What follows belongs to an exercise in optimizing a design on an open flow for small area; a production flow would make more cautious choices. In this exercise RTL edits were held to simulation tests only and were not proved equivalent to the original.

== epsilon ==
Design icarus_core, start of the top module:
module icarus_core(Clk, Rst, IM_Addr, IM_Data, DM_Addr, DM_Read, DM_WriteEn, DM_WriteData, DM_ReadData, WB_Enable, WB_Reg, WB_Data);
Size in the first run: roughly 7400 cells after synthesis, roughly 180 I/O pins.
Settings: LEC_CHECK=0, CAP_MARGIN=20, CORE_MARGIN=2, CORE_UTILIZATION=35, CTS_BUF_LIST=sky130_fd_sc_hd__clkbuf_16, CTS_CLUSTER_DIAMETER=100, CTS_CLUSTER_SIZE=20, PLACE_DENSITY=0.45, SLEW_MARGIN=20, SYNTH_HIERARCHICAL=1, SYNTH_MINIMUM_KEEP_SIZE=0; clock period 20.0 ns.
run.sh (not shown) runs the stock make flow with config.mk's settings and CLKGATE_MAP_FILE= SYNTH_SCRIPT=/design/flow/synth_recipe.tcl, a recipe that flattens the netlist after the stock synthesis.
epsilon: all stages complete, timing, DRC and antenna checks passed
What alpha does differently from epsilon at the input level:
diff --git a/flow/config.mk b/flow/config.mk
--- a/flow/config.mk
+++ b/flow/config.mk
@@ -9,3 +9,3 @@
 export CORE_MARGIN = 2
-export CORE_UTILIZATION = 35
+export CORE_UTILIZATION = 45
 export CTS_BUF_LIST = sky130_fd_sc_hd__clkbuf_16
@@ -13,3 +13,3 @@
 export CTS_CLUSTER_SIZE = 20
-export PLACE_DENSITY = 0.45
+export PLACE_DENSITY = 0.55
 export SLEW_MARGIN = 20
==> comparison <==
- Compared to epsilon, alpha leaves less free space in the core.
- Async set or reset register ratio after synthesis: alpha vs epsilon identical
- Changes observed in alpha relative to epsilon: number of fill cells in the layout decreased 6653; count of non-CTS inverters in the layout shows no meaningful change; shortest period the worst path allows -0.31 ns.


## run E
icarus_core, a different RTL version from the one above (not shown whole).
For scale: ~6300 cells after synthesis, roughly 1400 flip-flops, about 180 I/O pins, about 83000 um^2 of cells after synthesis.
Settings: LEC_CHECK=0, CAP_MARGIN=20, CORE_MARGIN=2, CORE_UTILIZATION=45, CTS_BUF_LIST=sky130_fd_sc_hd__clkbuf_16, CTS_CLUSTER_DIAMETER=100, CTS_CLUSTER_SIZE=20, PLACE_DENSITY=0.55, SLEW_MARGIN=20, SYNTH_HIERARCHICAL=1, SYNTH_MINIMUM_KEEP_SIZE=0; clock period 20.0 ns.
standard.sh (not shown) runs the stock make flow with config.mk's settings and CLKGATE_MAP_FILE= SYNTH_SCRIPT=/design/flow/synth_recipe.tcl, a recipe that flattens the netlist after the stock synthesis.
==> flow/flow/run.sh <==
#!/bin/bash
# Standard layout flow; the port buffers use the smallest buffer cell.
set -e
export BUFFER_PORTS_ARGS="-buffer_cell sky130_fd_sc_hd__buf_1"
bash standard.sh > standard_flow.log 2>&1
Input-level comparison between run A and run E:
==> flow/run.sh (new file) <==
#!/bin/bash
# synth_recipe.tcl (not shown) runs the flow's synth.tcl, then flattens the netlist and writes it again
# the make line also repeats each setting of config.mk as NAME=value (left out here)
make -C /OpenROAD-flow-scripts/flow DESIGN_CONFIG=/design/flow/config.mk WORK_HOME=/design/flow/orfs CLKGATE_MAP_FILE= SYNTH_SCRIPT=/design/flow/synth_recipe.tcl finish
removed: flow/flow/run.sh
removed: flow/standard.sh
[summary]
Run A: all stages complete, timing, DRC and antenna checks passed
Run E: flow completed, timing, DRC and antenna clean
Fraction of final layout cells with drive strength greater than 1 essentially unchanged between run A and run E.
Count of clock buffers in the final design: run E and run A compared, higher one is run E
From run E to run A the numbers moved as follows: worst setup slack before clock tree synthesis shrank by 0.16 ns, routed wire length now sits higher, clock period minus final worst setup slack moved up.
Going from run E to run A, count of port buffers added during placement closely matched the old numbers; global-route usage climbed 0.45 points.
Compared with run E, via count in run A decreased slightly.


== run a ==
Another version of the RTL of icarus_core (not shown whole).
Size in the first run: about 6700 cells after synthesis, ~1400 flip-flops, about 180 I/O pins.
export LEC_CHECK = 0
export CAP_MARGIN = 20
export CORE_MARGIN = 2
export CORE_UTILIZATION = 45
export CTS_BUF_LIST = sky130_fd_sc_hd__clkbuf_16
export CTS_CLUSTER_DIAMETER = 100
export CTS_CLUSTER_SIZE = 20
export PLACE_DENSITY = 0.55
export SLEW_MARGIN = 20
export SYNTH_HIERARCHICAL = 1
export SYNTH_MINIMUM_KEEP_SIZE = 0
create_clock -name core_clock -period 20.0 [get_ports {Clk}]
run.sh (not shown) runs the stock make flow with config.mk's settings and CLKGATE_MAP_FILE= SYNTH_SCRIPT=/design/flow/synth_recipe.tcl, a recipe that flattens the netlist after the stock synthesis.
Stock flow here: none of the scripts above is used.
--- input diff run a..run b ---
==> flow/flow/run.sh (new file) <==
#!/bin/bash
# Standard layout flow; the port buffers use the smallest buffer cell.
set -e
export BUFFER_PORTS_ARGS="-buffer_cell sky130_fd_sc_hd__buf_1"
bash standard.sh > standard_flow.log 2>&1
==> flow/standard.sh (new file) <==
#!/bin/bash
# synth_recipe.tcl (not shown) runs the flow's synth.tcl, then flattens the netlist and writes it again
# the make line also repeats each setting of config.mk as NAME=value (left out here)
make -C /OpenROAD-flow-scripts/flow DESIGN_CONFIG=/design/flow/config.mk WORK_HOME=/design/flow/orfs CLKGATE_MAP_FILE= SYNTH_SCRIPT=/design/flow/synth_recipe.tcl "${@:-finish}"
removed: flow/run.sh
Run b vs run a: number of signal-net buffers in the layout down
Area: run b vs run a -> run b smaller
Diff run a -> run b: first-iteration DRC count has increased, clock period minus worst slack has increased.

==> port drivers added, routing unchanged <==
The results above use ideal ports. As a check the final layouts listed here were re-extracted and re-timed, cells and wires unchanged.
Step 1 (the two cells are an assumption about what drives the block):
set clk [get_ports {Clk}]
set_driving_cell -lib_cell sky130_fd_sc_hd__clkbuf_16 $clk
set_driving_cell -lib_cell sky130_fd_sc_hd__buf_2 [delete_from_list [all_inputs] $clk]
Step 2, shift: input delay + t, output delay - t, t = (earliest + latest rising clock arrival at the registers) / 2. This alone moves slack from input paths to output paths.
a / b / c = ideal / step 1 / step 2; a / b = the first two.
run	t, ns	slack for setup (ns)	worst hold slack (ns)	worst data-port slew with drivers (ns)
epsilon	0.855	7.070 / 7.070 / 7.070	0.332 / 0.332 / 0.332	0.12
alpha	0.871	7.375 / 7.375 / 7.375	0.411 / 0.411 / 0.411	0.10
run E of note 2	0.825	3.276 / 3.276 / 3.276	0.388 / 0.388 / 0.388	0.04
run A of note 2	0.804	3.082 / 3.082 / 3.082	0.422 / 0.422 / 0.422	0.05
run a of note 3	0.816	2.081 / 2.081 / 2.081	0.329 / 0.329 / 0.329	0.06
run b of note 3	0.821	2.072 / 2.072 / 2.072	0.345 / 0.345 / 0.345	0.08
After both steps setup and hold are still met in every run listed.
